From an optimization exercise on the open Yosys and OpenROAD flow, aimed at small area; shortcuts taken in it are not production practice.
Function was checked by simulation only, so behaviour that the tests miss may differ from the original.
No activity file was given, so power comes from the tool's default toggle rates.

// moldudp64
module moldudp64 #(
	parameter AXI_DATA_W  = 64,
	parameter AXI_KEEP_W  = 8,
	parameter SID_W       = 80,
	parameter SEQ_NUM_W   = 64,
	parameter ML_W        = 16,  
	parameter EOS_MSG_CNT = {ML_W{1'b1}}, 
	parameter OV_DATA_W  = 64-ML_W, 
	parameter OV_KEEP_W  = (OV_DATA_W/8), 
	parameter OV_KEEP_LW = 3  
)(
	input clk,
	input nreset,
	input                  udp_axis_tvalid_i,
	input [AXI_KEEP_W-1:0] udp_axis_tkeep_i,
	input [AXI_DATA_W-1:0] udp_axis_tdata_i,
	input                  udp_axis_tlast_i,
	input                  udp_axis_tuser_i,
	output                 udp_axis_tready_o,
	output logic                 miss_seq_num_v_o,
	output logic [SID_W-1:0]     miss_seq_num_sid_o,
	output logic [SEQ_NUM_W-1:0] miss_seq_num_start_o,	
	output logic [SEQ_NUM_W-1:0] miss_seq_num_cnt_o,
	output logic                 miss_sid_v_o,
	output logic [SID_W-1:0]     miss_sid_start_o,
	output logic [SEQ_NUM_W-1:0] miss_sid_seq_num_start_o,
	output logic [SID_W-1:0]     miss_sid_cnt_o,
	output logic [SEQ_NUM_W-1:0] miss_sid_seq_num_end_o,	
	output logic            flatlined_v_o,
	output [SID_W-1:0]      mold_msg_sid_o,
	output [SEQ_NUM_W-1:0]  mold_msg_seq_num_o,
	output                   mold_msg_v_o,
	output                   mold_msg_start_o,  
	output [AXI_KEEP_LW-1:0] mold_msg_len_o,
	output [AXI_DATA_W-1:0]  mold_msg_data_o, 
	output                   mold_msg_ov_v_o,
	output [OV_KEEP_LW-1:0]  mold_msg_ov_len_o,
	output [OV_DATA_W-1:0]   mold_msg_ov_data_o
);
localparam AXI_MSG_L   = $clog2( AXI_DATA_W / 8 );
localparam AXI_KEEP_LW = $clog2( AXI_KEEP_W ) + 1;
localparam DFF_DATA_W  = AXI_DATA_W - 8;  
localparam DFF_DATA_LW = $clog2( DFF_DATA_W );  
localparam DATA_DIF_W  = AXI_DATA_W - DFF_DATA_W;  
reg   [SID_W-1:0]     sid_q;
logic [SID_W-1:0]     sid_next;
reg   [SEQ_NUM_W-1:0] seq;
reg   [SEQ_NUM_W-1:0] seq_q;
logic [SEQ_NUM_W-1:0] seq_next;
logic [SEQ_NUM_W-1:0] seq_add;
  ...
Size in the first run: roughly 3800 cells after synthesis, roughly 29000 sq um of cells after synthesis.
export LEC_CHECK = 0
export ABC_AREA = 1
export CAP_MARGIN = 10
export CORE_MARGIN = 2
export CORE_UTILIZATION = 40
export CTS_BUF_LIST = sky130_fd_sc_hd__clkbuf_16
export CTS_CLUSTER_DIAMETER = 80
export CTS_CLUSTER_SIZE = 30
export SETUP_SLACK_MARGIN = 0.1
export SLEW_MARGIN = 10
create_clock -name core_clock -period 8.0 [get_ports {clk}]
standard.sh (not shown) runs the stock make flow with config.mk's settings and CLKGATE_MAP_FILE= SYNTH_SCRIPT=/design/flow/synth_recipe.tcl, a recipe that flattens the netlist after the stock synthesis.
==> flow/flow/run.sh <==
#!/bin/bash
set -euo pipefail
export BUFFER_PORTS_ARGS="-buffer_cell sky130_fd_sc_hd__buf_1"
bash standard.sh > standard.log 2>&1
The baseline went through all stages and came out clean.
==> next run, changes <==
--- a/flow/design.v
+++ b/flow/design.v
@@ -186,35 +186,32 @@
 endmodule
 module countdown #(
 	parameter CNT_W = 14,  
 	parameter CNT_B = 14'b10011100010000  
 )(
 	input clk,
 	input nreset,
 	input        start_v_i,  
 	output logic finished_o
 );
-localparam [CNT_W-1:0] LFSR_MASK  = 14'h2015;
-localparam [CNT_W-1:0] LFSR_START = 14'h0001;
-localparam [CNT_W-1:0] LFSR_END   = 14'h2a11;
 reg   [CNT_W-1:0] cnt_q;
 logic [CNT_W-1:0] cnt_next;
-logic [CNT_W-1:0] cnt_step;
 logic             zero;
-assign zero     = cnt_q == LFSR_END;
-assign cnt_step = { 1'b0, cnt_q[CNT_W-1:1] } ^ ( LFSR_MASK & {CNT_W{cnt_q[0]}} );
-assign cnt_next = start_v_i ? LFSR_START :
-					zero ? cnt_q : cnt_step;
+assign zero     = ~|cnt_q; 
+logic [CNT_W-1:0] cnt_dec_n;
+inc_blk #(.W(CNT_W),.K(7)) m_dec(.a(~cnt_q), .ci(1'b1), .s(cnt_dec_n), .co());
+assign cnt_next = start_v_i ? CNT_B :
+					zero ? '0 : ~cnt_dec_n;
 always @(posedge clk)
 begin
 	if (~nreset ) begin
-		cnt_q <= LFSR_START;
+		cnt_q <= CNT_B;
 	end else begin
 		cnt_q <= cnt_next;
 	end
 end
 assign finished_o = zero;
 endmodule
 module miss_msg_det #(
 	parameter SEQ_NUM_W = 64,
 	parameter SID_W     = 80,
 	parameter ML_W      = 16,
@@ -379,21 +376,21 @@
 logic [6:0] l4_dec;
 assign init_sel = valid_i & init_v_i;
 assign sh_amt = init_sel ? 3'd6 : fsm_len_split_q ? 3'd1 : fsm_len_align_q ? 3'd2 : l4[2:0];
 genvar m;
 generate
 for ( m = 0; m < 7; m++ ) begin : g_dec
 	assign l4_dec[m] = sh_amt == m;
 end
 for ( s = 0; s < 8; s++ ) begin : g_sh
 	logic [7:0] sh_or [0:7];
-	assign sh_or[0] = {8{l4_dec[0] & ( s >= 2 )}} & b[s];
+	assign sh_or[0] = {8{l4_dec[0]}} & b[s];
 	for ( m = 1; m < 8; m++ ) begin : g_m
 		if ( s + m < 8 && m < 7 && ( s < 2 || s + m < 8 ) ) begin : g_t
 			assign sh_or[m] = sh_or[m-1] | {8{l4_dec[m]}} & b[s+m];
 		end else begin : g_n
 			assign sh_or[m] = sh_or[m-1];
 		end
 	end
 	assign sh4[s] = sh_or[7];
 end
 endgenerate
After rerunning:
- first-iteration DRC count came out lower by about 19%
- global-route usage is lower by 1.8 points
- power rose by about 1%
- routed wire length fell by about 5.6%
- sequential share of layout area is higher by 0.26 points

==> separate check: timing with driven ports <==
In the flow no input, the clock included, has a driving cell. The finished layouts below were timed again as built, in two steps. Step 1, drivers: a clkbuf_16 drives clk and a buf_2 each remaining input, both assumed. Step 2, shift: input delay + t, output delay - t, t = (earliest + latest rising clock arrival at the registers) / 2. This alone moves slack from input paths to output paths. Slacks: ideal ports / drivers / drivers and shift; pairs: ideal ports / drivers.
| run | t (ns) | setup slack, ns | worst setup path after step 2 | latest minus earliest clock arrival (ns) |
|---|---|---|---|---|
| the first run | 0.696 | 0.408 / 0.448 / -0.248 | input to register | 0.032 / 0.032 |
| the second run | 0.701 | 0.686 / 0.726 / 0.025 | input to register | 0.030 / 0.030 |
Met with ideal ports but missed after step 2: setup timing in the first run. The setup slack of the second run, which loses most, moves by +0.040 ns with the drivers and by -0.661 ns with both steps.
